Source: an optimization exercise on an open RTL-to-GDS flow (aim: small area, a short achievable clock period and few clock cycles per item). Production flows keep margins and buffers that such runs may drop.
RTL that was checked went through simulation tests only; none was proved equivalent to the original.
Only the layout flow was run in run 1; the RTL was not checked for function there.

[design/flow/config.mk]
export PLATFORM = sky130hd
export DESIGN_NAME = geofence
export DESIGN_NICKNAME = geofence
export VERILOG_FILES = /design/flow/design.v
export SDC_FILE = /design/flow/constraint.sdc
export NUM_CORES = 4
export LEC_CHECK = 0
export CAP_MARGIN = 20
export CORE_MARGIN = 2
export CORE_UTILIZATION = 70
export SLEW_MARGIN = 20
export SYNTH_HIERARCHICAL = 1
export SYNTH_MINIMUM_KEEP_SIZE = 0
[design/flow/constraint.sdc]
create_clock -name core_clock -period 12.0 [get_ports {clk}]
set_input_delay 2.4000 -clock core_clock [delete_from_list [all_inputs] [get_ports {clk}]]
set_output_delay 2.4000 -clock core_clock [all_outputs]
set_load 0.01 [all_outputs]
[design/flow/design.v]
module geofence ( clk,reset,X,Y,valid,is_inside);
  input clk;
  input reset;
  input [9:0] X;
  input [9:0] Y;
  output reg valid;
  output reg is_inside;
  reg  [4:0]  cnt;
  reg  [9:0]  px, py;                   
  reg  [9:0]  rx, ry;                   
  reg  [10:0] v0x, v0y;                 
  reg  [10:0] max_, may, mbx, mby, mcx, mcy;   
  reg  [10:0] uax, uay, ubx, uby;       
  reg  [10:0] vqx, vqy;                 
  reg  [10:0] ax, ay, bx, by;           
  reg         has_a, has_b, hit;
  reg         g3, g4, g5, gop;          
  reg         ok_ab;
  wire [10:0] dx1 = {1'b0, rx} - {1'b0, px};
  wire [10:0] dy1 = {1'b0, ry} - {1'b0, py};
  wire [9:0]  dx2 = px - rx;
  wire [9:0]  dy2 = py - ry;
  wire [10:0] vx = {dx1[10], dx1[10] ? dx2 : dx1[9:0]};
  wire [10:0] vy = {dy1[10], dy1[10] ? dy2 : dy1[9:0]};
  wire neg;
  xsm u (.clk(clk), .ax(uax), .ay(uay), .bx(ubx), .by(uby), .neg(neg));
  wire r_init = (cnt == 5'd5);          
  wire r_cmp  = (cnt == 5'd8) | (cnt == 5'd10) | (cnt == 5'd12);
  wire repl = r_cmp & (neg | (gop ? ~has_b : ~has_a));    
  wire set_a = (r_init & ~neg) | (repl & ~gop);
  wire set_b = (r_init & neg) | (repl & gop);
  reg  [10:0] ua_ex, ua_ey, ub_ex, ub_ey, vq_ex, vq_ey;
  reg         ta, tb;                   
  always @(*) begin
    ua_ex = vx; ua_ey = vy; ub_ex = v0x; ub_ey = v0y; vq_ex = vqx; vq_ey = vqy;
    ta = 1'b0; tb = 1'b0;
    case (cnt)
      5'd3:  begin vq_ex = vx; vq_ey = vy; end                           
      5'd6:  begin ua_ex = ax; ua_ey = ay; ub_ex = max_; ub_ey = may;    
                   vq_ex = max_; vq_ey = may; end
      5'd7:  begin ua_ex = mcx; ua_ey = mcy; end                         
      5'd8:  begin vq_ex = mbx; vq_ey = mby;                             
                   if (g3) begin ua_ex = mbx; ua_ey = mby; ub_ex = bx; ub_ey = by; tb = gop; end
                   else    begin ua_ex = ax; ua_ey = ay; ub_ex = mbx; ub_ey = mby; ta = ~gop; end
             end
      5'd9:  begin ua_ex = max_; ua_ey = may; end                        
      5'd10: begin vq_ex = mcx; vq_ey = mcy;                             
                   if (g4) begin ua_ex = mcx; ua_ey = mcy; ub_ex = bx; ub_ey = by; tb = gop; end
                   else    begin ua_ex = ax; ua_ey = ay; ub_ex = mcx; ub_ey = mcy; ta = ~gop; end
             end
      5'd12: begin ua_ex = bx; ua_ey = by; ub_ex = ax; ub_ey = ay;       
                   ta = gop; tb = ~gop; end
      5'd13: begin if (g5) begin ua_ex = max_; ua_ey = may; ub_ex = ax; ub_ey = ay; end
                   else    begin ua_ex = bx; ua_ey = by; ub_ex = max_; ub_ey = may; end
             end
      default: ;
    endcase
  end
  wire r6 = (cnt == 5'd6) & neg;        
  wire take_a = repl & ta;
  wire take_b = repl & tb;
  wire [10:0] uax_n = take_a ? vqx : (r6 ? max_ : ua_ex);
  wire [10:0] uay_n = take_a ? vqy : (r6 ? may : ua_ey);
  wire [10:0] ubx_n = take_b ? vqx : (r6 ? bx : ub_ex);
  wire [10:0] uby_n = take_b ? vqy : (r6 ? by : ub_ey);
  wire gop_n = (cnt == 5'd6) ? neg : (cnt == 5'd8) ? g3 : (cnt == 5'd10) ? g4 : gop;
  wire has_o = g5 ? has_a : has_b;
  wire res = has_o & (hit | ok_ab | ~neg);
  always @(posedge clk or posedge reset) begin
    if (reset) begin
      cnt <= 5'd0;
    end else begin
      cnt <= (cnt == 5'd16) ? 5'd0 : cnt + 5'd1;
    end
  end
  always @(posedge clk) begin
    valid <= (cnt == 5'd15);
    is_inside <= res;
    rx <= X; ry <= Y;
    if (cnt == 5'd0) begin px <= X; py <= Y; end
    if (cnt == 5'd2) begin v0x <= vx; v0y <= vy; end
    if (cnt == 5'd4 || cnt == 5'd7) begin max_ <= vx; may <= vy; end    
    if (cnt == 5'd5) begin mbx <= vx; mby <= vy; end                    
    if (cnt == 5'd6) begin mcx <= vx; mcy <= vy; end                    
    uax <= uax_n; uay <= uay_n; ubx <= ubx_n; uby <= uby_n;
    vqx <= vq_ex; vqy <= vq_ey;
    gop <= gop_n;
    if (set_a) begin ax <= vqx; ay <= vqy; end
    if (set_b) begin bx <= vqx; by <= vqy; end
    if (r_init) begin has_a <= ~neg; has_b <= neg; end
    else if (repl) begin if (gop) has_b <= 1'b1; else has_a <= 1'b1; end
    if (cnt == 5'd7) g3 <= neg;
    if (cnt == 5'd9) g4 <= neg;
    if (cnt == 5'd11) g5 <= neg;
    if (cnt == 5'd14) ok_ab <= has_a & has_b & ~neg;
    if (cnt == 5'd2) hit <= 1'b0;
    else if (cnt >= 5'd3 && cnt <= 5'd7 && rx == px && ry == py) hit <= 1'b1;
  end
endmodule
module xsm (input clk, input [10:0] ax, input [10:0] ay, input [10:0] bx, input [10:0] by, output neg);
  reg q585;
  reg q584;
  reg q583;
  reg q582;
  reg q581;
  reg q580;
  reg q579;
  reg q578;
  reg q577;
  reg q576;
  reg q575;
  reg q574;
  reg q573;
  reg q572;
  reg q571;
  reg q570;
  reg q569;
  reg q568;
  reg q567;
  reg q566;
  reg q565;
  reg q564;
  reg q563;
  reg q562;
  reg q561;
  reg q560;
  reg q559;
  reg q558;
  reg q557;
  reg q556;
  reg q555;
  reg q554;
  reg q553;
  reg q552;
  reg q551;
  reg q550;
  reg q549;
  reg q548;
  reg q547;
  reg q546;
  reg q545;
  reg q544;
  reg q543;
  reg q542;
  reg q541;
  reg q540;
  reg q539;
  reg q538;
  reg q537;
  reg q536;
  reg q535;
  reg q534;
  reg q533;
  reg q532;
  reg q531;
  reg q530;
  reg q529;
  wire p1 = ax[0] & by[0];
  wire p2 = ax[0] & by[1];
  wire p3 = ax[0] & by[2];
  wire p4 = ax[0] & by[3];
  wire p5 = ax[0] & by[4];
  wire p6 = ax[0] & by[5];
  wire p7 = ax[0] & by[6];
  wire p8 = ax[0] & by[7];
  wire p9 = ax[0] & by[8];
  wire p10 = ax[0] & by[9];
  wire p11 = ax[1] & by[0];
  wire p12 = ax[1] & by[1];
  wire p13 = ax[1] & by[2];
  wire p14 = ax[1] & by[3];
  wire p15 = ax[1] & by[4];
  wire p16 = ax[1] & by[5];
  wire p17 = ax[1] & by[6];
  wire p18 = ax[1] & by[7];
  wire p19 = ax[1] & by[8];
  wire p20 = ax[1] & by[9];
  wire p21 = ax[2] & by[0];
  wire p22 = ax[2] & by[1];
  wire p23 = ax[2] & by[2];
  wire p24 = ax[2] & by[3];
  wire p25 = ax[2] & by[4];
  wire p26 = ax[2] & by[5];
  wire p27 = ax[2] & by[6];
  wire p28 = ax[2] & by[7];
  wire p29 = ax[2] & by[8];
  wire p30 = ax[2] & by[9];
  wire p31 = ax[3] & by[0];
  wire p32 = ax[3] & by[1];
  wire p33 = ax[3] & by[2];
  wire p34 = ax[3] & by[3];
  wire p35 = ax[3] & by[4];
  wire p36 = ax[3] & by[5];
  wire p37 = ax[3] & by[6];
  wire p38 = ax[3] & by[7];
  wire p39 = ax[3] & by[8];
  wire p40 = ax[3] & by[9];
  wire p41 = ax[4] & by[0];
  wire p42 = ax[4] & by[1];
  wire p43 = ax[4] & by[2];
  wire p44 = ax[4] & by[3];
  wire p45 = ax[4] & by[4];
  wire p46 = ax[4] & by[5];
  wire p47 = ax[4] & by[6];
  wire p48 = ax[4] & by[7];
  wire p49 = ax[4] & by[8];
  wire p50 = ax[4] & by[9];
  wire p51 = ax[5] & by[0];
  wire p52 = ax[5] & by[1];
  wire p53 = ax[5] & by[2];
  wire p54 = ax[5] & by[3];
  wire p55 = ax[5] & by[4];
  wire p56 = ax[5] & by[5];
  wire p57 = ax[5] & by[6];
  wire p58 = ax[5] & by[7];
  wire p59 = ax[5] & by[8];
  wire p60 = ax[5] & by[9];
  wire p61 = ax[6] & by[0];
  wire p62 = ax[6] & by[1];
  wire p63 = ax[6] & by[2];
  wire p64 = ax[6] & by[3];
  wire p65 = ax[6] & by[4];
  wire p66 = ax[6] & by[5];
  wire p67 = ax[6] & by[6];
  wire p68 = ax[6] & by[7];
  wire p69 = ax[6] & by[8];
  wire p70 = ax[6] & by[9];
  wire p71 = ax[7] & by[0];
  wire p72 = ax[7] & by[1];
  wire p73 = ax[7] & by[2];
  wire p74 = ax[7] & by[3];
  wire p75 = ax[7] & by[4];
  wire p76 = ax[7] & by[5];
  wire p77 = ax[7] & by[6];
  wire p78 = ax[7] & by[7];
  wire p79 = ax[7] & by[8];
  wire p80 = ax[7] & by[9];
  wire p81 = ax[8] & by[0];
  wire p82 = ax[8] & by[1];
  wire p83 = ax[8] & by[2];
  wire p84 = ax[8] & by[3];
  wire p85 = ax[8] & by[4];
  wire p86 = ax[8] & by[5];
  wire p87 = ax[8] & by[6];
  wire p88 = ax[8] & by[7];
  wire p89 = ax[8] & by[8];
  wire p90 = ax[8] & by[9];
  wire p91 = ax[9] & by[0];
  wire p92 = ax[9] & by[1];
  wire p93 = ax[9] & by[2];
  wire p94 = ax[9] & by[3];
  wire p95 = ax[9] & by[4];
  wire p96 = ax[9] & by[5];
  wire p97 = ax[9] & by[6];
  wire p98 = ax[9] & by[7];
  wire p99 = ax[9] & by[8];
  wire p100 = ax[9] & by[9];
  wire p101 = ~(ay[0] & bx[0]);
  wire p102 = ~(ay[0] & bx[1]);
  wire p103 = ~(ay[0] & bx[2]);
  wire p104 = ~(ay[0] & bx[3]);
  wire p105 = ~(ay[0] & bx[4]);
  wire p106 = ~(ay[0] & bx[5]);
  wire p107 = ~(ay[0] & bx[6]);
  wire p108 = ~(ay[0] & bx[7]);
  wire p109 = ~(ay[0] & bx[8]);
  wire p110 = ~(ay[0] & bx[9]);
  wire p111 = ~(ay[1] & bx[0]);
  wire p112 = ~(ay[1] & bx[1]);
  wire p113 = ~(ay[1] & bx[2]);
  wire p114 = ~(ay[1] & bx[3]);
  wire p115 = ~(ay[1] & bx[4]);
  wire p116 = ~(ay[1] & bx[5]);
  wire p117 = ~(ay[1] & bx[6]);
  wire p118 = ~(ay[1] & bx[7]);
  wire p119 = ~(ay[1] & bx[8]);
  wire p120 = ~(ay[1] & bx[9]);
  wire p121 = ~(ay[2] & bx[0]);
  wire p122 = ~(ay[2] & bx[1]);
  wire p123 = ~(ay[2] & bx[2]);
  wire p124 = ~(ay[2] & bx[3]);
  wire p125 = ~(ay[2] & bx[4]);
  wire p126 = ~(ay[2] & bx[5]);
  wire p127 = ~(ay[2] & bx[6]);
  wire p128 = ~(ay[2] & bx[7]);
  wire p129 = ~(ay[2] & bx[8]);
  wire p130 = ~(ay[2] & bx[9]);
  wire p131 = ~(ay[3] & bx[0]);
  wire p132 = ~(ay[3] & bx[1]);
  wire p133 = ~(ay[3] & bx[2]);
  wire p134 = ~(ay[3] & bx[3]);
  wire p135 = ~(ay[3] & bx[4]);
  wire p136 = ~(ay[3] & bx[5]);
  wire p137 = ~(ay[3] & bx[6]);
  wire p138 = ~(ay[3] & bx[7]);
  wire p139 = ~(ay[3] & bx[8]);
  wire p140 = ~(ay[3] & bx[9]);
  wire p141 = ~(ay[4] & bx[0]);
  wire p142 = ~(ay[4] & bx[1]);
  wire p143 = ~(ay[4] & bx[2]);
  wire p144 = ~(ay[4] & bx[3]);
  wire p145 = ~(ay[4] & bx[4]);
  wire p146 = ~(ay[4] & bx[5]);
  wire p147 = ~(ay[4] & bx[6]);
  wire p148 = ~(ay[4] & bx[7]);
  wire p149 = ~(ay[4] & bx[8]);
  wire p150 = ~(ay[4] & bx[9]);
  wire p151 = ~(ay[5] & bx[0]);
  wire p152 = ~(ay[5] & bx[1]);
  wire p153 = ~(ay[5] & bx[2]);
  wire p154 = ~(ay[5] & bx[3]);
  wire p155 = ~(ay[5] & bx[4]);
  wire p156 = ~(ay[5] & bx[5]);
  wire p157 = ~(ay[5] & bx[6]);
  wire p158 = ~(ay[5] & bx[7]);
  wire p159 = ~(ay[5] & bx[8]);
  wire p160 = ~(ay[5] & bx[9]);
  wire p161 = ~(ay[6] & bx[0]);
  wire p162 = ~(ay[6] & bx[1]);
  wire p163 = ~(ay[6] & bx[2]);
  wire p164 = ~(ay[6] & bx[3]);
  wire p165 = ~(ay[6] & bx[4]);
  wire p166 = ~(ay[6] & bx[5]);
  wire p167 = ~(ay[6] & bx[6]);
  wire p168 = ~(ay[6] & bx[7]);
  wire p169 = ~(ay[6] & bx[8]);
  wire p170 = ~(ay[6] & bx[9]);
  wire p171 = ~(ay[7] & bx[0]);
  wire p172 = ~(ay[7] & bx[1]);
  wire p173 = ~(ay[7] & bx[2]);
  wire p174 = ~(ay[7] & bx[3]);
  wire p175 = ~(ay[7] & bx[4]);
  wire p176 = ~(ay[7] & bx[5]);
  wire p177 = ~(ay[7] & bx[6]);
  wire p178 = ~(ay[7] & bx[7]);
  wire p179 = ~(ay[7] & bx[8]);
  wire p180 = ~(ay[7] & bx[9]);
  wire p181 = ~(ay[8] & bx[0]);
  wire p182 = ~(ay[8] & bx[1]);
  wire p183 = ~(ay[8] & bx[2]);
  wire p184 = ~(ay[8] & bx[3]);
  wire p185 = ~(ay[8] & bx[4]);
  wire p186 = ~(ay[8] & bx[5]);
  wire p187 = ~(ay[8] & bx[6]);
  wire p188 = ~(ay[8] & bx[7]);
  wire p189 = ~(ay[8] & bx[8]);
  wire p190 = ~(ay[8] & bx[9]);
  wire p191 = ~(ay[9] & bx[0]);
  wire p192 = ~(ay[9] & bx[1]);
  wire p193 = ~(ay[9] & bx[2]);
  wire p194 = ~(ay[9] & bx[3]);
  wire p195 = ~(ay[9] & bx[4]);
  wire p196 = ~(ay[9] & bx[5]);
  wire p197 = ~(ay[9] & bx[6]);
  wire p198 = ~(ay[9] & bx[7]);
  wire p199 = ~(ay[9] & bx[8]);
  wire p200 = ~(ay[9] & bx[9]);
  wire ks0 = ~(ax[10] ^ by[10]);
  wire s201, c202;
  fa1 us201 (.a(p10), .b(p19), .ci(p28), .s(s201), .co(c202));
  wire s203 = p20 ^ p29;
  wire c204 = p20 & p29;
  wire s205, c206;
  fa1 us205 (.a(p7), .b(p16), .ci(p25), .s(s205), .co(c206));
  wire s207, c208;
  fa1 us207 (.a(p8), .b(p17), .ci(p26), .s(s207), .co(c208));
  wire s209, c210;
  fa1 us209 (.a(p35), .b(p44), .ci(p53), .s(s209), .co(c210));
  wire s211 = p62 ^ p71;
  wire c212 = p62 & p71;
  wire s213, c214;
  fa1 us213 (.a(p9), .b(p18), .ci(p27), .s(s213), .co(c214));
  wire s215, c216;
  fa1 us215 (.a(p36), .b(p45), .ci(p54), .s(s215), .co(c216));
  wire s217, c218;
  fa1 us217 (.a(p63), .b(p72), .ci(p81), .s(s217), .co(c218));
  wire s219, c220;
  fa1 us219 (.a(p109), .b(p118), .ci(p127), .s(s219), .co(c220));
  wire s221 = p136 ^ p145;
  wire c222 = p136 & p145;
  wire s223, c224;
  fa1 us223 (.a(p37), .b(p46), .ci(p55), .s(s223), .co(c224));
  wire s225, c226;
  fa1 us225 (.a(p64), .b(p73), .ci(p82), .s(s225), .co(c226));
  wire s227, c228;
  fa1 us227 (.a(p91), .b(p110), .ci(p119), .s(s227), .co(c228));
  wire s229, c230;
  fa1 us229 (.a(p128), .b(p137), .ci(p146), .s(s229), .co(c230));
  wire s231, c232;
  fa1 us231 (.a(p155), .b(p164), .ci(p173), .s(s231), .co(c232));
  wire s233 = p182 ^ p191;
  wire c234 = p182 & p191;
  wire s235, c236;
  fa1 us235 (.a(p38), .b(p47), .ci(p56), .s(s235), .co(c236));
  wire s237, c238;
  fa1 us237 (.a(p65), .b(p74), .ci(p83), .s(s237), .co(c238));
  wire s239, c240;
  fa1 us239 (.a(p92), .b(p120), .ci(p129), .s(s239), .co(c240));
  wire s241, c242;
  fa1 us241 (.a(p138), .b(p147), .ci(p156), .s(s241), .co(c242));
  wire s243, c244;
  fa1 us243 (.a(p165), .b(p174), .ci(p183), .s(s243), .co(c244));
  wire s245, c246;
  fa1 us245 (.a(p192), .b(1'b1), .ci(c202), .s(s245), .co(c246));
  wire s247, c248;
  fa1 us247 (.a(p30), .b(p39), .ci(p48), .s(s247), .co(c248));
  wire s249, c250;
  fa1 us249 (.a(p57), .b(p66), .ci(p75), .s(s249), .co(c250));
  wire s251, c252;
  fa1 us251 (.a(p84), .b(p93), .ci(p130), .s(s251), .co(c252));
  wire s253, c254;
  fa1 us253 (.a(p139), .b(p148), .ci(p157), .s(s253), .co(c254));
  wire s255, c256;
  fa1 us255 (.a(p166), .b(p175), .ci(p184), .s(s255), .co(c256));
  wire s257, c258;
  fa1 us257 (.a(p40), .b(p49), .ci(p58), .s(s257), .co(c258));
  wire s259, c260;
  fa1 us259 (.a(p67), .b(p76), .ci(p85), .s(s259), .co(c260));
  wire s261, c262;
  fa1 us261 (.a(p94), .b(p140), .ci(p149), .s(s261), .co(c262));
  wire s263, c264;
  fa1 us263 (.a(p50), .b(p59), .ci(p68), .s(s263), .co(c264));
  wire s265, c266;
  fa1 us265 (.a(p5), .b(p14), .ci(p23), .s(s265), .co(c266));
  wire s267, c268;
  fa1 us267 (.a(p6), .b(p15), .ci(p24), .s(s267), .co(c268));
  wire s269, c270;
  fa1 us269 (.a(p33), .b(p42), .ci(p51), .s(s269), .co(c270));
  wire s271 = p106 ^ p115;
  wire c272 = p106 & p115;
  wire s273, c274;
  fa1 us273 (.a(p34), .b(p43), .ci(p52), .s(s273), .co(c274));
  wire s275, c276;
  fa1 us275 (.a(p61), .b(p107), .ci(p116), .s(s275), .co(c276));
  wire s277, c278;
  fa1 us277 (.a(p125), .b(p134), .ci(p143), .s(s277), .co(c278));
  wire s279 = p152 ^ p161;
  wire c280 = p152 & p161;
  wire s281, c282;
  fa1 us281 (.a(p108), .b(p117), .ci(p126), .s(s281), .co(c282));
  wire s283, c284;
  fa1 us283 (.a(p135), .b(p144), .ci(p153), .s(s283), .co(c284));
  wire s285, c286;
  fa1 us285 (.a(p162), .b(p171), .ci(1'b1), .s(s285), .co(c286));
  wire s287, c288;
  fa1 us287 (.a(c206), .b(s207), .ci(s209), .s(s287), .co(c288));
  wire s289, c290;
  fa1 us289 (.a(p154), .b(p163), .ci(p172), .s(s289), .co(c290));
  wire s291, c292;
  fa1 us291 (.a(p181), .b(1'b1), .ci(c208), .s(s291), .co(c292));
  wire s293, c294;
  fa1 us293 (.a(c210), .b(c212), .ci(s213), .s(s293), .co(c294));
  wire s295, c296;
  fa1 us295 (.a(s215), .b(s217), .ci(s219), .s(s295), .co(c296));
  wire s297, c298;
  fa1 us297 (.a(1'b1), .b(c214), .ci(c216), .s(s297), .co(c298));
  wire s299, c300;
  fa1 us299 (.a(c218), .b(c220), .ci(c222), .s(s299), .co(c300));
  wire s301, c302;
  fa1 us301 (.a(s223), .b(s225), .ci(s227), .s(s301), .co(c302));
  wire s303, c304;
  fa1 us303 (.a(s229), .b(s231), .ci(s233), .s(s303), .co(c304));
  wire s305, c306;
  fa1 us305 (.a(c224), .b(c226), .ci(c228), .s(s305), .co(c306));
  wire s307, c308;
  fa1 us307 (.a(c230), .b(c232), .ci(c234), .s(s307), .co(c308));
  wire s309, c310;
  fa1 us309 (.a(s235), .b(s237), .ci(s239), .s(s309), .co(c310));
  wire s311, c312;
  fa1 us311 (.a(s241), .b(s243), .ci(s203), .s(s311), .co(c312));
  wire s313, c314;
  fa1 us313 (.a(p193), .b(c236), .ci(c238), .s(s313), .co(c314));
  wire s315, c316;
  fa1 us315 (.a(c240), .b(c242), .ci(c244), .s(s315), .co(c316));
  wire s317, c318;
  fa1 us317 (.a(s247), .b(s249), .ci(s251), .s(s317), .co(c318));
  wire s319, c320;
  fa1 us319 (.a(s253), .b(s255), .ci(c204), .s(s319), .co(c320));
  wire s321, c322;
  fa1 us321 (.a(p158), .b(p167), .ci(p176), .s(s321), .co(c322));
  wire s323, c324;
  fa1 us323 (.a(p185), .b(p194), .ci(c248), .s(s323), .co(c324));
  wire s325, c326;
  fa1 us325 (.a(c250), .b(c252), .ci(c254), .s(s325), .co(c326));
  wire s327, c328;
  fa1 us327 (.a(c256), .b(s257), .ci(s259), .s(s327), .co(c328));
  wire s329, c330;
  fa1 us329 (.a(p77), .b(p86), .ci(p95), .s(s329), .co(c330));
  wire s331, c332;
  fa1 us331 (.a(p150), .b(p159), .ci(p168), .s(s331), .co(c332));
  wire s333, c334;
  fa1 us333 (.a(p177), .b(p186), .ci(p195), .s(s333), .co(c334));
  wire s335, c336;
  fa1 us335 (.a(c258), .b(c260), .ci(c262), .s(s335), .co(c336));
  wire s337, c338;
  fa1 us337 (.a(p60), .b(p69), .ci(p78), .s(s337), .co(c338));
  wire s339, c340;
  fa1 us339 (.a(p87), .b(p96), .ci(p160), .s(s339), .co(c340));
  wire s341, c342;
  fa1 us341 (.a(p169), .b(p178), .ci(p187), .s(s341), .co(c342));
  wire s343, c344;
  fa1 us343 (.a(p70), .b(p79), .ci(p88), .s(s343), .co(c344));
  wire s345 = p3 ^ p12;
  wire c346 = p3 & p12;
  wire s347, c348;
  fa1 us347 (.a(p4), .b(p13), .ci(p22), .s(s347), .co(c348));
  wire s349, c350;
  fa1 us349 (.a(p31), .b(p104), .ci(p113), .s(s349), .co(c350));
  wire s351, c352;
  fa1 us351 (.a(p32), .b(p41), .ci(p105), .s(s351), .co(c352));
  wire s353, c354;
  fa1 us353 (.a(p114), .b(p123), .ci(p132), .s(s353), .co(c354));
  wire s355 = p141 ^ 1'b1;
  wire c356 = p141 & 1'b1;
  wire s357, c358;
  fa1 us357 (.a(p124), .b(p133), .ci(p142), .s(s357), .co(c358));
  wire s359, c360;
  fa1 us359 (.a(p151), .b(1'b1), .ci(c266), .s(s359), .co(c360));
  wire s361, c362;
  fa1 us361 (.a(s267), .b(s269), .ci(s271), .s(s361), .co(c362));
  wire s363, c364;
  fa1 us363 (.a(1'b1), .b(c268), .ci(c270), .s(s363), .co(c364));
  wire s365, c366;
  fa1 us365 (.a(c272), .b(s273), .ci(s275), .s(s365), .co(c366));
  wire s367, c368;
  fa1 us367 (.a(s277), .b(s279), .ci(s205), .s(s367), .co(c368));
  wire s369, c370;
  fa1 us369 (.a(c274), .b(c276), .ci(c278), .s(s369), .co(c370));
  wire s371, c372;
  fa1 us371 (.a(c280), .b(s281), .ci(s283), .s(s371), .co(c372));
  wire s373, c374;
  fa1 us373 (.a(s285), .b(s211), .ci(s287), .s(s373), .co(c374));
  wire s375, c376;
  fa1 us375 (.a(c282), .b(c284), .ci(c286), .s(s375), .co(c376));
  wire s377, c378;
  fa1 us377 (.a(s289), .b(s221), .ci(c288), .s(s377), .co(c378));
  wire s379, c380;
  fa1 us379 (.a(s291), .b(s293), .ci(s295), .s(s379), .co(c380));
  wire s381, c382;
  fa1 us381 (.a(c290), .b(s201), .ci(c292), .s(s381), .co(c382));
  wire s383, c384;
  fa1 us383 (.a(c294), .b(c296), .ci(s297), .s(s383), .co(c384));
  wire s385, c386;
  fa1 us385 (.a(s299), .b(s301), .ci(s303), .s(s385), .co(c386));
  wire s387, c388;
  fa1 us387 (.a(c298), .b(c300), .ci(c302), .s(s387), .co(c388));
  wire s389, c390;
  fa1 us389 (.a(c304), .b(s305), .ci(s307), .s(s389), .co(c390));
  wire s391, c392;
  fa1 us391 (.a(s309), .b(s311), .ci(s245), .s(s391), .co(c392));
  wire s393, c394;
  fa1 us393 (.a(c306), .b(c308), .ci(c310), .s(s393), .co(c394));
  wire s395, c396;
  fa1 us395 (.a(c312), .b(s313), .ci(s315), .s(s395), .co(c396));
  wire s397, c398;
  fa1 us397 (.a(s317), .b(s319), .ci(c246), .s(s397), .co(c398));
  wire s399, c400;
  fa1 us399 (.a(s321), .b(s261), .ci(c314), .s(s399), .co(c400));
  wire s401, c402;
  fa1 us401 (.a(c316), .b(c318), .ci(c320), .s(s401), .co(c402));
  wire s403, c404;
  fa1 us403 (.a(s323), .b(s325), .ci(s327), .s(s403), .co(c404));
  wire s405, c406;
  fa1 us405 (.a(c322), .b(s329), .ci(s331), .s(s405), .co(c406));
  wire s407, c408;
  fa1 us407 (.a(s333), .b(s263), .ci(c324), .s(s407), .co(c408));
  wire s409, c410;
  fa1 us409 (.a(c326), .b(c328), .ci(s335), .s(s409), .co(c410));
  wire s411, c412;
  fa1 us411 (.a(p196), .b(c330), .ci(c332), .s(s411), .co(c412));
  wire s413, c414;
  fa1 us413 (.a(c334), .b(s337), .ci(s339), .s(s413), .co(c414));
  wire s415, c416;
  fa1 us415 (.a(s341), .b(c264), .ci(c336), .s(s415), .co(c416));
  wire s417, c418;
  fa1 us417 (.a(p97), .b(p170), .ci(p179), .s(s417), .co(c418));
  wire s419, c420;
  fa1 us419 (.a(p188), .b(p197), .ci(c338), .s(s419), .co(c420));
  wire s421, c422;
  fa1 us421 (.a(c340), .b(c342), .ci(s343), .s(s421), .co(c422));
  wire s423, c424;
  fa1 us423 (.a(p80), .b(p89), .ci(p98), .s(s423), .co(c424));
  wire s425, c426;
  fa1 us425 (.a(p180), .b(p189), .ci(p198), .s(s425), .co(c426));
  wire s427 = p2 ^ p11;
  wire c428 = p2 & p11;
  wire s429, c430;
  fa1 us429 (.a(p21), .b(p103), .ci(p112), .s(s429), .co(c430));
  wire s431 = p121 ^ 1'b1;
  wire c432 = p121 & 1'b1;
  wire s433, c434;
  fa1 us433 (.a(p122), .b(p131), .ci(1'b1), .s(s433), .co(c434));
  wire s435, c436;
  fa1 us435 (.a(c346), .b(s347), .ci(s349), .s(s435), .co(c436));
  wire s437, c438;
  fa1 us437 (.a(c348), .b(c350), .ci(s351), .s(s437), .co(c438));
  wire s439, c440;
  fa1 us439 (.a(s353), .b(s355), .ci(s265), .s(s439), .co(c440));
  wire s441, c442;
  fa1 us441 (.a(c352), .b(c354), .ci(c356), .s(s441), .co(c442));
  wire s443, c444;
  fa1 us443 (.a(s357), .b(s359), .ci(s361), .s(s443), .co(c444));
  wire s445, c446;
  fa1 us445 (.a(c358), .b(c360), .ci(c362), .s(s445), .co(c446));
  wire s447, c448;
  fa1 us447 (.a(s363), .b(s365), .ci(s367), .s(s447), .co(c448));
  wire s449, c450;
  fa1 us449 (.a(c364), .b(c366), .ci(c368), .s(s449), .co(c450));
  wire s451, c452;
  fa1 us451 (.a(s369), .b(s371), .ci(s373), .s(s451), .co(c452));
  wire s453, c454;
  fa1 us453 (.a(c370), .b(c372), .ci(s375), .s(s453), .co(c454));
  wire s455, c456;
  fa1 us455 (.a(c374), .b(s377), .ci(s379), .s(s455), .co(c456));
  wire s457, c458;
  fa1 us457 (.a(c376), .b(c378), .ci(c380), .s(s457), .co(c458));
  wire s459, c460;
  fa1 us459 (.a(s381), .b(s383), .ci(s385), .s(s459), .co(c460));
  wire s461, c462;
  fa1 us461 (.a(c382), .b(c384), .ci(c386), .s(s461), .co(c462));
  wire s463, c464;
  fa1 us463 (.a(s387), .b(s389), .ci(s391), .s(s463), .co(c464));
  wire s465, c466;
  fa1 us465 (.a(c388), .b(c390), .ci(c392), .s(s465), .co(c466));
  wire s467, c468;
  fa1 us467 (.a(s393), .b(s395), .ci(s397), .s(s467), .co(c468));
  wire s469, c470;
  fa1 us469 (.a(c394), .b(c396), .ci(c398), .s(s469), .co(c470));
  wire s471, c472;
  fa1 us471 (.a(s399), .b(s401), .ci(s403), .s(s471), .co(c472));
  wire s473, c474;
  fa1 us473 (.a(s405), .b(c400), .ci(c402), .s(s473), .co(c474));
  wire s475, c476;
  fa1 us475 (.a(c404), .b(s407), .ci(s409), .s(s475), .co(c476));
  wire s477, c478;
  fa1 us477 (.a(c406), .b(s411), .ci(s413), .s(s477), .co(c478));
  wire s479, c480;
  fa1 us479 (.a(c408), .b(c410), .ci(s415), .s(s479), .co(c480));
  wire s481, c482;
  fa1 us481 (.a(s417), .b(c412), .ci(c414), .s(s481), .co(c482));
  wire s483, c484;
  fa1 us483 (.a(s419), .b(s421), .ci(c416), .s(s483), .co(c484));
  wire s485, c486;
  fa1 us485 (.a(c418), .b(s423), .ci(s425), .s(s485), .co(c486));
  wire s487, c488;
  fa1 us487 (.a(c344), .b(c420), .ci(c422), .s(s487), .co(c488));
  wire s489, c490;
  fa1 us489 (.a(p90), .b(p99), .ci(p190), .s(s489), .co(c490));
  wire s491, c492;
  fa1 us491 (.a(p199), .b(c424), .ci(c426), .s(s491), .co(c492));
  wire s493 = p102 ^ p111;
  wire c494 = p102 & p111;
  wire s495, c496;
  fa1 us495 (.a(c428), .b(s429), .ci(s431), .s(s495), .co(c496));
  wire s497, c498;
  fa1 us497 (.a(c430), .b(c432), .ci(s433), .s(s497), .co(c498));
  wire s499, c500;
  fa1 us499 (.a(c434), .b(c436), .ci(s437), .s(s499), .co(c500));
  wire s501, c502;
  fa1 us501 (.a(c438), .b(c440), .ci(s441), .s(s501), .co(c502));
  wire s503, c504;
  fa1 us503 (.a(c442), .b(c444), .ci(s445), .s(s503), .co(c504));
  wire s505, c506;
  fa1 us505 (.a(c446), .b(c448), .ci(s449), .s(s505), .co(c506));
  wire s507, c508;
  fa1 us507 (.a(c450), .b(s453), .ci(c452), .s(s507), .co(c508));
  wire s509, c510;
  fa1 us509 (.a(c454), .b(c456), .ci(s457), .s(s509), .co(c510));
  wire s511, c512;
  fa1 us511 (.a(c458), .b(c460), .ci(s461), .s(s511), .co(c512));
  wire s513, c514;
  fa1 us513 (.a(c462), .b(c464), .ci(s465), .s(s513), .co(c514));
  wire s515, c516;
  fa1 us515 (.a(c466), .b(c468), .ci(s469), .s(s515), .co(c516));
  wire s517, c518;
  fa1 us517 (.a(c470), .b(c472), .ci(s473), .s(s517), .co(c518));
  wire s519, c520;
  fa1 us519 (.a(s477), .b(c474), .ci(c476), .s(s519), .co(c520));
  wire s521, c522;
  fa1 us521 (.a(c478), .b(s481), .ci(c480), .s(s521), .co(c522));
  wire s523, c524;
  fa1 us523 (.a(s485), .b(c482), .ci(s487), .s(s523), .co(c524));
  wire s525, c526;
  fa1 us525 (.a(s489), .b(c486), .ci(s491), .s(s525), .co(c526));
  wire s527, c528;
  fa1 us527 (.a(p100), .b(p200), .ci(c490), .s(s527), .co(c528));
  wire s586 = q529 ^ q530;
  wire c587 = q529 & q530;
  wire s588, c589;
  fa1 us588 (.a(q532), .b(1'b1), .ci(q533), .s(s588), .co(c589));
  wire s590, c591;
  fa1 us590 (.a(q534), .b(q535), .ci(q536), .s(s590), .co(c591));
  wire s592, c593;
  fa1 us592 (.a(q537), .b(q538), .ci(q539), .s(s592), .co(c593));
  wire s594, c595;
  fa1 us594 (.a(q540), .b(q541), .ci(q542), .s(s594), .co(c595));
  wire s596, c597;
  fa1 us596 (.a(q543), .b(q544), .ci(q545), .s(s596), .co(c597));
  wire s598, c599;
  fa1 us598 (.a(q546), .b(q547), .ci(q548), .s(s598), .co(c599));
  wire s600, c601;
  fa1 us600 (.a(q549), .b(q550), .ci(q551), .s(s600), .co(c601));
  wire s602, c603;
  fa1 us602 (.a(q552), .b(q553), .ci(q554), .s(s602), .co(c603));
  wire s604, c605;
  fa1 us604 (.a(q555), .b(q556), .ci(q557), .s(s604), .co(c605));
  wire s606, c607;
  fa1 us606 (.a(q558), .b(q559), .ci(q560), .s(s606), .co(c607));
  wire s608, c609;
  fa1 us608 (.a(q561), .b(q562), .ci(q563), .s(s608), .co(c609));
  wire s610, c611;
  fa1 us610 (.a(q564), .b(q565), .ci(q566), .s(s610), .co(c611));
  wire s612, c613;
  fa1 us612 (.a(q567), .b(q568), .ci(q569), .s(s612), .co(c613));
  wire s614, c615;
  fa1 us614 (.a(q570), .b(q571), .ci(q572), .s(s614), .co(c615));
  wire s616, c617;
  fa1 us616 (.a(q573), .b(q574), .ci(q575), .s(s616), .co(c617));
  wire s618, c619;
  fa1 us618 (.a(q576), .b(q577), .ci(q578), .s(s618), .co(c619));
  wire s620, c621;
  fa1 us620 (.a(q579), .b(q580), .ci(q581), .s(s620), .co(c621));
  wire s622, c623;
  fa1 us622 (.a(q582), .b(q583), .ci(q584), .s(s622), .co(c623));
  reg s1r, s2r, z1r, z2r;
  always @(posedge clk) begin
    q529 <= p1;
    q530 <= p101;
    q531 <= ks0;
    q532 <= s493;
    q533 <= s427;
    q534 <= c494;
    q535 <= s495;
    q536 <= s345;
    q537 <= c496;
    q538 <= s497;
    q539 <= s435;
    q540 <= c498;
    q541 <= s499;
    q542 <= s439;
    q543 <= c500;
    q544 <= s501;
    q545 <= s443;
    q546 <= c502;
    q547 <= s503;
    q548 <= s447;
    q549 <= c504;
    q550 <= s505;
    q551 <= s451;
    q552 <= c506;
    q553 <= s507;
    q554 <= s455;
    q555 <= c508;
    q556 <= s509;
    q557 <= s459;
    q558 <= c510;
    q559 <= s511;
    q560 <= s463;
    q561 <= c512;
    q562 <= s513;
    q563 <= s467;
    q564 <= c514;
    q565 <= s515;
    q566 <= s471;
    q567 <= c516;
    q568 <= s517;
    q569 <= s475;
    q570 <= c518;
    q571 <= s519;
    q572 <= s479;
    q573 <= c520;
    q574 <= s521;
    q575 <= s483;
    q576 <= c522;
    q577 <= s523;
    q578 <= c484;
    q579 <= c524;
    q580 <= s525;
    q581 <= c488;
    q582 <= c526;
    q583 <= s527;
    q584 <= c492;
    q585 <= c528;
    s1r <= ax[10] ^ by[10]; s2r <= ~(ay[10] ^ bx[10]);
    z1r <= ~(|ax[9:0]) | ~(|by[9:0]); z2r <= ~(|ay[9:0]) | ~(|bx[9:0]);
  end
  wire [20:0] r0 = {1'b1, c623, c621, c619, c617, c615, c613, c611, c609, c607, c605, c603, c601, c599, c597, c595, c593, c591, c589, c587, s586};
  wire [20:0] r1 = {1'b0, q585, s622, s620, s618, s616, s614, s612, s610, s608, s606, s604, s602, s600, s598, s596, s594, s592, s590, s588, q531};
  wire [20:0] e = r0 + r1;
  wire e_neg = e[20];
  wire s1 = s1r, s2 = s2r, z1 = z1r, z2 = z2r;
  assign neg = (s1 == s2) ? (s1 & ~(z1 & z2)) : (s1 ^ e_neg);
endmodule
module fa1 (input a, input b, input ci, output s, output co);
  assign {co, s} = a + b + ci;
endmodule
[design/flow/flow/run.sh]
#!/bin/bash
set -euo pipefail
bash standard.sh SETUP_SLACK_MARGIN=8.5 finish > standard.log 2>&1
[design/flow/standard.sh]
#!/bin/bash
# synth_recipe.tcl (not shown) runs the flow's synth.tcl, then flattens the netlist and writes it again
# the make line also repeats each setting of config.mk as NAME=value (left out here)
make -C /OpenROAD-flow-scripts/flow DESIGN_CONFIG=/design/flow/config.mk WORK_HOME=/design/flow/orfs CLKGATE_MAP_FILE= SYNTH_SCRIPT=/design/flow/synth_recipe.tcl "${@:-finish}"
==> impl_metrics.tcl, run 1 <==
set metrics [dict create \
    status "no timing/DRC/antenna violations" \
    place_area_sq_um 19000 \
    detailed_place_hpwl_mm 32.2 \
    grt.overflow.total 0 \
    drt_iter0_drc 2432 \
    setup_ws_ns 8.44 \
    crit_type "reg -> reg" \
    cts_tree "done" \
    synthAdderAreaFrac_pct 23.7 \
    netlist_area_sq_um 18600 \
    grt_use_total_pct 35.8 \
    dp_cells 1900 \
    cts_made_buffers 35 \
    finalNetCount 1897 \
    synth-simple-area-share_pct 12.1 \
    skew_ns 0.0266 \
    dieArea_sq_um 27900 \
    slew_violations 0 \
    ys.flop_type "edfxtp_1" \
    die_y_um 167 \
    yosys-top-cells-count "nand2_1 (202), edfxtp_1 (181), fa_1 (175)" \
    rsz0062_at_grt "true" \
    crit_required_ns 12.45 \
    layout.area.seq_sq_um 8140 \
    crit_fanout 6 \
    n_antenna_cell 0 \
    finalInstanceArea_sq_um 21000 \
    async_reset_ff_share_pct 1.59 \
    gp_congestion 0.907 \
    clk_path_buf_depth 3 \
    wl_met2_mm 24.8 \
    muxShareOfSynthArea_pct 0.700 \
    row_count 59 \
    initial_core_util_pct 71.3 \
    final_antenna_net_count 0 \
    grt_max_degree 53 \
    synth_cells 1625 \
    crit_arrival_ns 4.00 \
    hold_violations 0 \
    fin_crit_sh_pct 29.7 \
    die_w_um 167 \
    wl_met3_mm 6.20 \
    grt_pass1_vias 14000 \
    path_clk_slew_ns 0.06 \
    stdcell_count 1989 \
    vias 14000 \
    ctsRootBufferMaster "clkbuf_16" \
    yosys_warnings 8 \
    synth.area.top_cells "edfxtp_1 (29%), fa_1 (19%), dfxtp_1 (14%)" \
    synthMostInstantiatedCell "nand2_1" \
    htree_levels 2 \
    wl_met1_mm 17.9 \
    wirelength_mm 51.3 \
    yosysSeqAreaShare_pct 43.7 \
    wl_per_cell_um 25.8 \
    dp_slack_ns 7.45 \
    top_layer_used "met5" \
    cts_num_sinks 314 \
    tns_ns 0 \
    port_buffers 23 \
    synth_top_family_by_area "adder cells" \
    grt_first_pass_wirelength_mm 77.1 \
    endpoint_kind "flop" \
    synth-xor-area-share_pct 0.896 \
    cap_viol_max_count 0 \
    area_growth_pct 12.9 \
    ctsHoldBuffers 0 \
    clock_latency_ns 0.53 \
    slew_headroom_pct 26.7 \
    hold_class "reg -> reg" \
    nFillCells 1516 \
    vias_per_cell 7.02 \
    pin_count 24 \
    antenna_found_initial 1 \
    synth_top_area_cell "edfxtp_1" \
    core_area_sq_um 26100 \
    ys_ff_latch 314 \
    multi_input_area_sq_um 10200 \
    cp-start-kind "flop" \
    synth-edff-count 181 \
    max_clock_freq_mhz 281 \
    synthDistinctLibCells 83 \
    period_needed_ns 3.56 \
    synth_top_area_share_pct 29.3 \
    synth.avg_cell_area_sq_um 11.4 \
    synth-compound-area-share_pct 14.6 \
    drt_pre_antenna_iters 14 \
    finalSetupViolCount 0 \
    worstMarginPinSlew_ns 1.10 \
    drive_above_1_share_pct 12.5 \
    drcViolationCount 0 \
]
[Yosys stat by module, one instance, submodules excluded]
module    times used  area [sq um]
geofence           1         12100
fa1              171          20.0
xsm                1          3070
[kinds of logic after synthesis]
group | Yosys count
buffers and inverters | 189
adder cells (fa/ha/maj) | 247
multiplexers | 12
flip-flops | 314
AO/OA/AOI/OAI | 392
XOR/XNOR | 19
other | 1
AND/OR/NAND/NOR | 451
[through the flow]
stage | utilization, % | hold slack [ns]
2_1_floorplan | - | 0.404
3_3_place_gp | 72.9 | 0.467
3_5_place_dp | 72.9 | 0.477
4_1_cts | 78.9 | 0.498
5_1_grt | 80.5 | 0.501
6_report | 80.5 | 0.509
[final timing paths]
kind                                  from                to  slack [ns]  depth (start not counted)
min in group asynchronous            reset  cnt[4]$_DFF_PP0_        2.08                          2
max reg2reg                 u.q563$_DFF_P_    uby[3]$_DFF_P_        8.44                         15
max                         u.q563$_DFF_P_    uby[3]$_DFF_P_        8.44                         15
min                        ubx[10]$_DFF_P_     u.s2r$_DFF_P_        0.51                          1
min reg2reg                ubx[10]$_DFF_P_     u.s2r$_DFF_P_        0.51                          1
max in group asynchronous            reset  cnt[3]$_DFF_PP0_        9.71                          2
[per-layer routing]
layer | GRT usage, % | vias to the layer above
met5 | 0 | -
met4 | 15.3 | 2
met3 | 7.20 | 269
met2 | 59.7 | 1119
met1 | 46.0 | 6754
li1 | - | 5817
[worst max-delay path: stages (launching register included)]
cell	delay, ns
dfxtp_2	0.32
fa_1	0.59
ha_4	0.22
a21oi_2	0.14
o21ai_2	0.09
a221oi_2	0.27
buf_4	0.17
a31o_1	0.17
o211a_4	0.23
o21ai_4	0.09
or3_4	0.45
o32ai_4	0.25
buf_6	0.18
clkbuf_16	0.16
nand2_1	0.05
o21ai_1	0.10
[area by class of cell]
| type | instances | share of cell area, % |
|---|---|---|
| clock inverters | 16 | 0.990 |
| multi-input cells | 1130 | 48.6 |
| clock buffers | 47 | 4.77 |
| flip-flops and latches | 314 | 38.8 |
| repair buffers | 69 | 3.42 |
| inverters | 78 | 1.44 |
| well taps | 335 | 2.00 |
[flip-flops by register name, summed over array words and instances (netlist names), 11 cells and up]
| register | cells |
|---|---|
| ax | 11 |
| ay | 11 |
| bx | 11 |
| by | 11 |
| max_ | 11 |
| may | 11 |
| mbx | 11 |
| mby | 11 |
| mcx | 11 |
| mcy | 11 |
| uax | 11 |
| uay | 11 |
| ubx | 11 |
| uby | 11 |
| v0x | 11 |
| v0y | 11 |
| vqx | 11 |
| vqy | 11 |
[placed cells by master, fill, tap and decap left out, drive strengths merged, types with 12 or more instances in the layout]
cell type	n
nand2	202
edfxtp	181
fa	175
dfxtp	128
and2	106
o21ai	101
a21oi	94
inv	78
ha	72
clkbuf	52
a222oi	48
buf	43
nand3	40
a22oi	33
nor2	24
clkdlybuf4s50	21
a31oi	16
a221oi	16
xnor2	13
a22o	12
[what timing repair did]
action / CTS / global route
cloned: 3 / 4
resized for setup: 44 / 87
buffers inserted: 14 / 5
pin swaps: 12 / 30
endpoints found under the setup margin: 92 / 80
==> run 2: changes to the inputs <==
--- a/design/flow/design.v
+++ b/design/flow/design.v
@@ -15,7 +15,7 @@
   reg  [10:0] ax, ay, bx, by;           
   reg         has_a, has_b, hit;
   reg         g3, g4, g5, gop;          
-  reg         ok_ab;
+  reg         ok_ab, ok_5, fast;       
   wire [10:0] dx1 = {1'b0, rx} - {1'b0, px};
   wire [10:0] dy1 = {1'b0, ry} - {1'b0, py};
   wire [9:0]  dx2 = px - rx;
@@ -48,6 +48,7 @@
                    if (g4) begin ua_ex = mcx; ua_ey = mcy; ub_ex = bx; ub_ey = by; tb = gop; end
                    else    begin ua_ex = ax; ua_ey = ay; ub_ex = mcx; ub_ey = mcy; ta = ~gop; end
              end
+      5'd11: begin ua_ex = bx; ua_ey = by; ub_ex = max_; ub_ey = may; end   
       5'd12: begin ua_ex = bx; ua_ey = by; ub_ex = ax; ub_ey = ay;       
                    ta = gop; tb = ~gop; end
       5'd13: begin if (g5) begin ua_ex = max_; ua_ey = may; ub_ex = ax; ub_ey = ay; end
@@ -57,24 +58,26 @@
     endcase
   end
   wire r6 = (cnt == 5'd6) & neg;        
+  wire r11 = (cnt == 5'd11) & neg;      
   wire take_a = repl & ta;
   wire take_b = repl & tb;
-  wire [10:0] uax_n = take_a ? vqx : (r6 ? max_ : ua_ex);
-  wire [10:0] uay_n = take_a ? vqy : (r6 ? may : ua_ey);
-  wire [10:0] ubx_n = take_b ? vqx : (r6 ? bx : ub_ex);
-  wire [10:0] uby_n = take_b ? vqy : (r6 ? by : ub_ey);
+  wire [10:0] uax_n = take_a ? vqx : ((r6 | r11) ? max_ : ua_ex);
+  wire [10:0] uay_n = take_a ? vqy : ((r6 | r11) ? may : ua_ey);
+  wire [10:0] ubx_n = take_b ? vqx : (r6 ? bx : r11 ? ax : ub_ex);
+  wire [10:0] uby_n = take_b ? vqy : (r6 ? by : r11 ? ay : ub_ey);
   wire gop_n = (cnt == 5'd6) ? neg : (cnt == 5'd8) ? g3 : (cnt == 5'd10) ? g4 : gop;
   wire has_o = g5 ? has_a : has_b;
-  wire res = has_o & (hit | ok_ab | ~neg);
+  wire res = has_o & (hit | (fast ? (ok_5 | (has_a & has_b & ~neg)) : (ok_ab | ~neg)));
+  wire fin = fast ? (cnt == 5'd14) : (cnt == 5'd15);
   always @(posedge clk or posedge reset) begin
     if (reset) begin
       cnt <= 5'd0;
     end else begin
-      cnt <= (cnt == 5'd16) ? 5'd0 : cnt + 5'd1;
+      cnt <= (cnt == 5'd16 || (fast && cnt == 5'd15)) ? 5'd0 : cnt + 5'd1;
     end
   end
   always @(posedge clk) begin
-    valid <= (cnt == 5'd15);
+    valid <= fin;
     is_inside <= res;
     rx <= X; ry <= Y;
     if (cnt == 5'd0) begin px <= X; py <= Y; end
@@ -91,7 +94,8 @@
     else if (repl) begin if (gop) has_b <= 1'b1; else has_a <= 1'b1; end
     if (cnt == 5'd7) g3 <= neg;
     if (cnt == 5'd9) g4 <= neg;
-    if (cnt == 5'd11) g5 <= neg;
+    if (cnt == 5'd11) begin g5 <= neg; fast <= (neg == g4); end
+    if (cnt == 5'd13) ok_5 <= ~neg;
     if (cnt == 5'd14) ok_ab <= has_a & has_b & ~neg;
     if (cnt == 5'd2) hit <= 1'b0;
     else if (cnt >= 5'd3 && cnt <= 5'd7 && rx == px && ry == py) hit <= 1'b1;
--- a/design/flow/config.mk
+++ b/design/flow/config.mk
@@ -7,7 +7,7 @@
 export LEC_CHECK = 0
 export CAP_MARGIN = 20
 export CORE_MARGIN = 2
-export CORE_UTILIZATION = 70
+export CORE_UTILIZATION = 55
 export SLEW_MARGIN = 20
 export SYNTH_HIERARCHICAL = 1
 export SYNTH_MINIMUM_KEEP_SIZE = 0
==> run 2 against run 1 <==
Hold slack worse by 0.027 ns. Sequential share of layout area decreased by 0.88 points. Synthesized cell count decreased by 1.5%. Via count decreased by 2.2%. Global-route usage down 4.5 points. Largest cell class unchanged. Critical path depth increased by 2. Register-to-register slack got worse by 0.16 ns.
==> impl_metrics.tcl, run 2 <==
set metrics [dict create \
    cp-start-kind "flop" \
    finalNetCount 1919 \
    rsz0062_at_grt "true" \
    synthDistinctLibCells 76 \
    row_count 67 \
    slew_headroom_pct 26.5 \
    antenna_found_initial 0 \
    die_y_um 188 \
    cts_made_buffers 36 \
    final_cell_mix "nand2_1 (209), edfxtp_1 (183), fa_1 (175)" \
    crit_type "reg -> reg" \
    crit_path_top_delay_cell "fa_1" \
    grt_use_total_pct 31.3 \
    drt_pre_antenna_iters 14 \
    max_clock_freq_mhz 269 \
    hp-start "hit$_SDFFE_PN0P_" \
    cpPeakStageDelay_ns 0.47 \
    yosys_warnings 8 \
    ctsRootBufferMaster "clkbuf_16" \
    tns_ns 0 \
    detailed_place_hpwl_mm 34.9 \
    cp_common_cell "buf_6" \
    ff2ff_setup_slack_ns 8.28 \
    synthMostInstantiatedCell "nand2_1" \
    ctsHoldBuffers 0 \
    gp_congestion 0.857 \
    n_antenna_cell 0 \
    synth.area.top_cells "edfxtp_1 (30%), fa_1 (19%), dfxtp_1 (14%)" \
    final_antenna_net_count 0 \
    yosysSeqAreaShare_pct 44.2 \
    pin_count 24 \
    ys.flop_type "edfxtp_1" \
    synth_cells 1600 \
    drive_above_1_share_pct 15.1 \
    skew_ns 0.0172 \
    crit_arrival_ns 4.15 \
    worstRegToRegCells 17 \
    wl_per_cell_um 26.4 \
    port_buffers 23 \
    slew_violations 0 \
    clock_latency_ns 0.56 \
    synth-edff-count 183 \
    top_layer_used "met4" \
    drcViolationCount 0 \
    core_area_sq_um 33400 \
    endpoint_kind "flop" \
    synth_top_area_cell "edfxtp_1" \
    finalSetupViolCount 0 \
    cts_tree "done" \
    path_clk_slew_ns 0.06 \
    async_reset_ff_share_pct 1.58 \
    stdcell_count 2126 \
    initial_core_util_pct 55.5 \
    ys_ff_latch 316 \
    cts_num_sinks 316 \
    vias 13700 \
    area_growth_pct 16.7 \
    cap_viol_max_count 0 \
    grt_max_degree 47 \
    netlist_area_sq_um 18500 \
    period_needed_ns 3.72 \
    yosys-top-cells-count "nand2_1 (215), edfxtp_1 (183), fa_1 (175)" \
    status "no timing/DRC/antenna violations" \
    wl_met1_mm 21.4 \
    grt.overflow.total 0 \
    final_common_cell "nand2_1" \
    die_w_um 188 \
    crit_chain "fa_1, ha_1, nand4_1, nor3_4, buf_6, buf_6, a221oi_4, a31o_1, o211a_4, buf_6, buf_6, buf_6, nand3_4, buf_12, buf_16, a222oi_1, a21oi_1" \
    clk_path_buf_depth 3 \
    hold_class "reg -> reg" \
    dieArea_sq_um 35200 \
    worstMarginPinSlew_ns 1.09 \
    crit_required_ns 12.43 \
    hold_violations 0 \
    rr_startpoint "u.q579$_DFF_P_" \
    drt_iter0_drc 1949 \
    synth_top_area_share_pct 29.7 \
    fin_crit_sh_pct 31.0 \
    wl_met2_mm 25.9 \
    min_path_cells 2 \
    r2r_end "ubx[5]$_DFF_P_" \
    dp_cells 1999 \
    wl_met3_mm 5.55 \
    wirelength_mm 56.0 \
    grt_first_pass_wirelength_mm 82.3 \
    vias_per_cell 6.42 \
    crit_fanout 5 \
    synth.avg_cell_area_sq_um 11.6 \
    holdPathEnd "hit$_SDFFE_PN0P_" \
    htree_levels 2 \
    grt_pass1_vias 13800 \
]
[run 2: critical path, delay by kind of cell, from the launching register on]
kind / cells / cell delay, ns
flops: 1 / 0.32
fa+ha+maj: 2 / 0.78
buf+inv: 7 / 0.89
simple gates: 3 / 0.40
compound gates: 5 / 1.19
[run 2: cell families after synthesis]
kind of cell	share of synthesized area, %
other cells	0.0202
compound gates	13.3
simple gates	12.8
mux	1.16
buf+inv	3.83
fa+ha+maj	23.8
xor+xnor	0.945
flops	44.2
[run 2: how the worst max path moves through the flow]
stage / start / end / slack [ns] / depth (start not counted)
2_1_floorplan: u.q561$_DFF_P_ / ubx[9]$_DFF_P_ / 8.52 / 14
3_3_place_gp: u.q543$_DFF_P_ / uax[2]$_DFF_P_ / 7.07 / 14
3_5_place_dp: u.q549$_DFF_P_ / uax[4]$_DFF_P_ / 6.84 / 14
4_1_cts: u.q579$_DFF_P_ / uay[2]$_DFF_P_ / 8.34 / 18
5_1_grt: u.q579$_DFF_P_ / uby[1]$_DFF_P_ / 8.16 / 17
6_report: u.q579$_DFF_P_ / ubx[5]$_DFF_P_ / 8.28 / 17
[run 2: per-layer routing]
layer  vias up  track usage (%)
met5         -                0
met1      6736             40.4
met4         0             17.7
li1       5869                -
met2       847             49.8
met3       203             6.25
[run 2: cell type report]
class                      instances  area, sq um
sequential                       316         8200
fill                            2653        11700
inverter                          71          272
clock buffer                      44          973
clock inverter                    22          199
multi-input combinational       1119        10200
tap                              448          561
timing repair buffer             106         1220
[run 2: repair_timing]
action	in CTS	in global routing
setup buffers	28	18
gates resized for setup	68	85
cloned	8	7
pin swaps	29	54
setup endpoints to repair	135	139
[run 2: Yosys stat by module (local to each module, per instance)]
module    area [sq um]  flops+latches  times used  cells inside
fa1               20.0              0         171             1
geofence         12000            255           1          1046
xsm               3070             61           1           383
[run 2: through the flow]
stage | hold WS, ns | setup WS [ns] | utilization [%] | instance area [sq um]
after global routing | 0.527 | 8.16 | 64.8 | 21600
after global placement | 0.462 | 7.07 | 57.6 | 19200
after detailed placement | 0.473 | 6.84 | 57.6 | 19200
after CTS | 0.487 | 8.34 | 63.2 | 21100
after floorplan | 0.404 | 8.52 | - | 18600
final | 0.483 | 8.28 | 64.8 | 21600
Testbench counts of run 2, summed over its fixed seeds: cycles 15,753, items 960.
==> run 3: changes to the inputs <==
--- a/design/flow/config.mk
+++ b/design/flow/config.mk
@@ -7,7 +7,7 @@
 export LEC_CHECK = 0
 export CAP_MARGIN = 20
 export CORE_MARGIN = 2
-export CORE_UTILIZATION = 55
+export CORE_UTILIZATION = 75
 export SLEW_MARGIN = 20
 export SYNTH_HIERARCHICAL = 1
 export SYNTH_MINIMUM_KEEP_SIZE = 0
==> run 3 against run 2 <==
Hold slack improved by 0.018 ns. Clock-buffer cell count rose by 3. Critical endpoint is now ubx[8]$_DFF_P_. Fmax barely moved. Routed wire length fell by 3.1%. Largest cell class unchanged. Highest routed layer unchanged. Critical path depth fell by 5. Sequential share of layout area rose by 1.3 points. Flip-flop and latch count did not move. First-iteration DRC count rose by 37%. Cell count fell by 7.2%. Die area fell by 26%. Register-to-register slack barely moved.
==> impl_metrics.tcl, run 3 <==
set metrics [dict create \
    setup_ws_ns 8.28 \
    drcViolationCount 0 \
    fin_crit_sh_pct 31.0 \
    slew_violations 0 \
    crit_fanout 10 \
    synthDistinctLibCells 76 \
    grt.overflow.total 0 \
    wl_per_cell_um 27.5 \
    slew_headroom_pct 29.2 \
    synthMostInstantiatedCell "nand2_1" \
    core_area_sq_um 24300 \
    initial_core_util_pct 76.2 \
    dp_slack_ns 6.97 \
    finalNetCount 1891 \
    vias_per_cell 7.22 \
    port_buffers 23 \
    die_w_um 161 \
    grtUsageMet1_pct 47.9 \
    path_clk_slew_ns 0.06 \
    async_reset_ff_share_pct 1.58 \
    wirelength_mm 54.3 \
    grt_pass1_vias 14900 \
    grt-busiest-layer "met2" \
    netlist_area_sq_um 18500 \
    grt_first_pass_wirelength_mm 80.4 \
    cts_tree "done" \
    tns_ns 0 \
    row_count 57 \
    worstMarginPinSlew_ns 1.06 \
    synth-edff-count 183 \
    crit_required_ns 12.36 \
    synth_top_area_cell "edfxtp_1" \
    rsz0062_at_grt "true" \
    clk_path_buf_depth 3 \
    hold_class "reg -> reg" \
    drt_pre_antenna_iters 12 \
    pin_count 24 \
    drt_iter0_drc 2677 \
    detailed_place_hpwl_mm 32.0 \
    worstRegToRegCells 12 \
    stdcell_count 1972 \
    yosys_warnings 8 \
    synth_cells 1600 \
    synth.area.top_cells "edfxtp_1 (30%), fa_1 (19%), dfxtp_1 (14%)" \
    synth_top_area_share_pct 29.7 \
    antenna_found_initial 0 \
    dp_cells 1874 \
    grt_use_total_pct 40.8 \
    ys_ff_latch 316 \
    ctsRootBufferMaster "clkbuf_16" \
    ys.flop_type "edfxtp_1" \
    cp-start-kind "flop" \
    drive_above_1_share_pct 12.4 \
    grt_max_degree 48 \
    vias 14200 \
    synth.avg_cell_area_sq_um 11.6 \
    gp_congestion 0.906 \
    n_antenna_cell 0 \
    max_clock_freq_mhz 269 \
    status "no timing/DRC/antenna violations" \
    hold_violations 0 \
    yosysSeqAreaShare_pct 44.2 \
    ctsHoldBuffers 0 \
    skew_ns 0.0286 \
    htree_levels 2 \
    final_common_cell "nand2_1" \
    endpoint_kind "flop" \
    cts_made_buffers 35 \
    area_growth_pct 12.9 \
    cap_viol_max_count 0 \
    final_cell_mix "nand2_1 (212), edfxtp_1 (183), fa_1 (175)" \
    grt_use_met2_pct 68.3 \
    dieArea_sq_um 26000 \
    crit_arrival_ns 4.08 \
    die_y_um 161 \
    finalSetupViolCount 0 \
    crit_type "reg -> reg" \
    clock_latency_ns 0.53 \
    min_path_cells 0 \
    yosys-top-cells-count "nand2_1 (215), edfxtp_1 (183), fa_1 (175)" \
    period_needed_ns 3.72 \
    cts_num_sinks 316 \
    final_antenna_net_count 0 \
    met3_usage_pct 9.45 \
]
## run 3: cell counts after synthesis
Identical to the previous run, type by type.
## run 3: logic make-up (layout without fill, tap and decap cells)
group	after synthesis	in the layout	synth area share [%]
AO/OA/AOI/OAI	320	321	13.3
XOR/XNOR	20	20	0.945
adder cells (fa/ha/maj)	247	247	23.8
buffers and inverters	175	215	3.83
flip-flops	316	316	44.2
multiplexers	21	21	1.16
other	1	8	0.0202
AND/OR/NAND/NOR	500	500	12.8
## run 3: path summary, 6_finish.rpt
| path | start | endpoint | slack, ns |
|---|---|---|---|
| setup / recovery | u.q543$_DFF_P_ | ubx[8]$_DFF_P_ | 8.28 |
| hold / removal | vqx[9]$_DFFE_PP_ | bx[9]$_DFFE_PP_ | 0.50 |
| setup reg to reg | u.q543$_DFF_P_ | ubx[8]$_DFF_P_ | 8.28 |
| hold reg to reg | vqx[9]$_DFFE_PP_ | bx[9]$_DFFE_PP_ | 0.50 |
| max in group asynchronous | reset | cnt[4]$_DFF_PP0_ | 9.77 |
| min in group asynchronous | reset | cnt[1]$_DFF_PP0_ | 2.07 |
## run 3: through the flow
stage | utilization [%] | hold slack [ns] | instance area (sq um)
finish | 86.0 | 0.500 | 20900
global route | 86.0 | 0.518 | 20900
global placement | 78.2 | 0.467 | 19000
floorplan | - | 0.404 | 18600
detailed placement | 78.2 | 0.488 | 19000
CTS | 84.5 | 0.492 | 20500
## run 3: timing repair
action,CTS,global route
buffers inserted,21,7
pin swaps,15,36
endpoints found under the setup margin,95,103
resized for setup,51,64
cloned,2,5
## run 3: worst max-delay path: stages (launching register included)
cell       delay [ns]
dfxtp_1          0.32
fa_1             0.49
ha_1             0.31
a21oi_1          0.17
o21ai_1          0.13
o311ai_2         0.47
a31o_1           0.23
o211a_4          0.26
buf_4            0.16
nand3_4          0.14
clkbuf_16        0.23
a222oi_1         0.45
a21oi_1          0.18
## run 3: per-module statistics from Yosys (local to each module, per instance)
module    cells inside  flops+latches
xsm                383             61
geofence          1046            255
fa1                  1              0
## run 3: cell type report
type	count	area (sq um)
timing repair buffer	81	865
tap	324	405
multi-input combinational	1117	10100
inverter	71	272
clock inverter	16	118
sequential	316	8190
clock buffer	47	972
fill	1192	3400
## run 3: per-layer routing
layer,vias up,routed length [um]
met3,411,7300
met4,0,4510
met5,-,0
met1,6717,17100
met2,1327,25400
li1,5786,-

## separate check: timing with driven ports
In the flow no input, the clock included, has a driving cell. The finished layouts below were timed again as built, in two steps.
Step 1 (the two cells are an assumption about what drives the block):
set clk [get_ports {clk}]
set_driving_cell -lib_cell sky130_fd_sc_hd__clkbuf_16 $clk
set_driving_cell -lib_cell sky130_fd_sc_hd__buf_2 [delete_from_list [all_inputs] $clk]
Step 2, shift: input delay + t, output delay - t, t = (earliest + latest rising clock arrival at the registers) / 2. This alone moves slack from input paths to output paths.
Three values: ideal, step 1, step 2; two values: the first two.
run | t (ns) | setup WS [ns] | worst register clock-pin slew, ns | worst slew at a driven data input, ns
run 1 | 0.565 | 8.441 / 8.441 / 8.441 | 0.07 / 0.07 | 0.03
run 2 | 0.609 | 8.279 / 8.279 / 8.279 | 0.07 / 0.07 | 0.06
run 3 | 0.568 | 8.281 / 8.281 / 8.281 | 0.06 / 0.06 | 0.04
After both steps setup and hold are still met in every run listed.
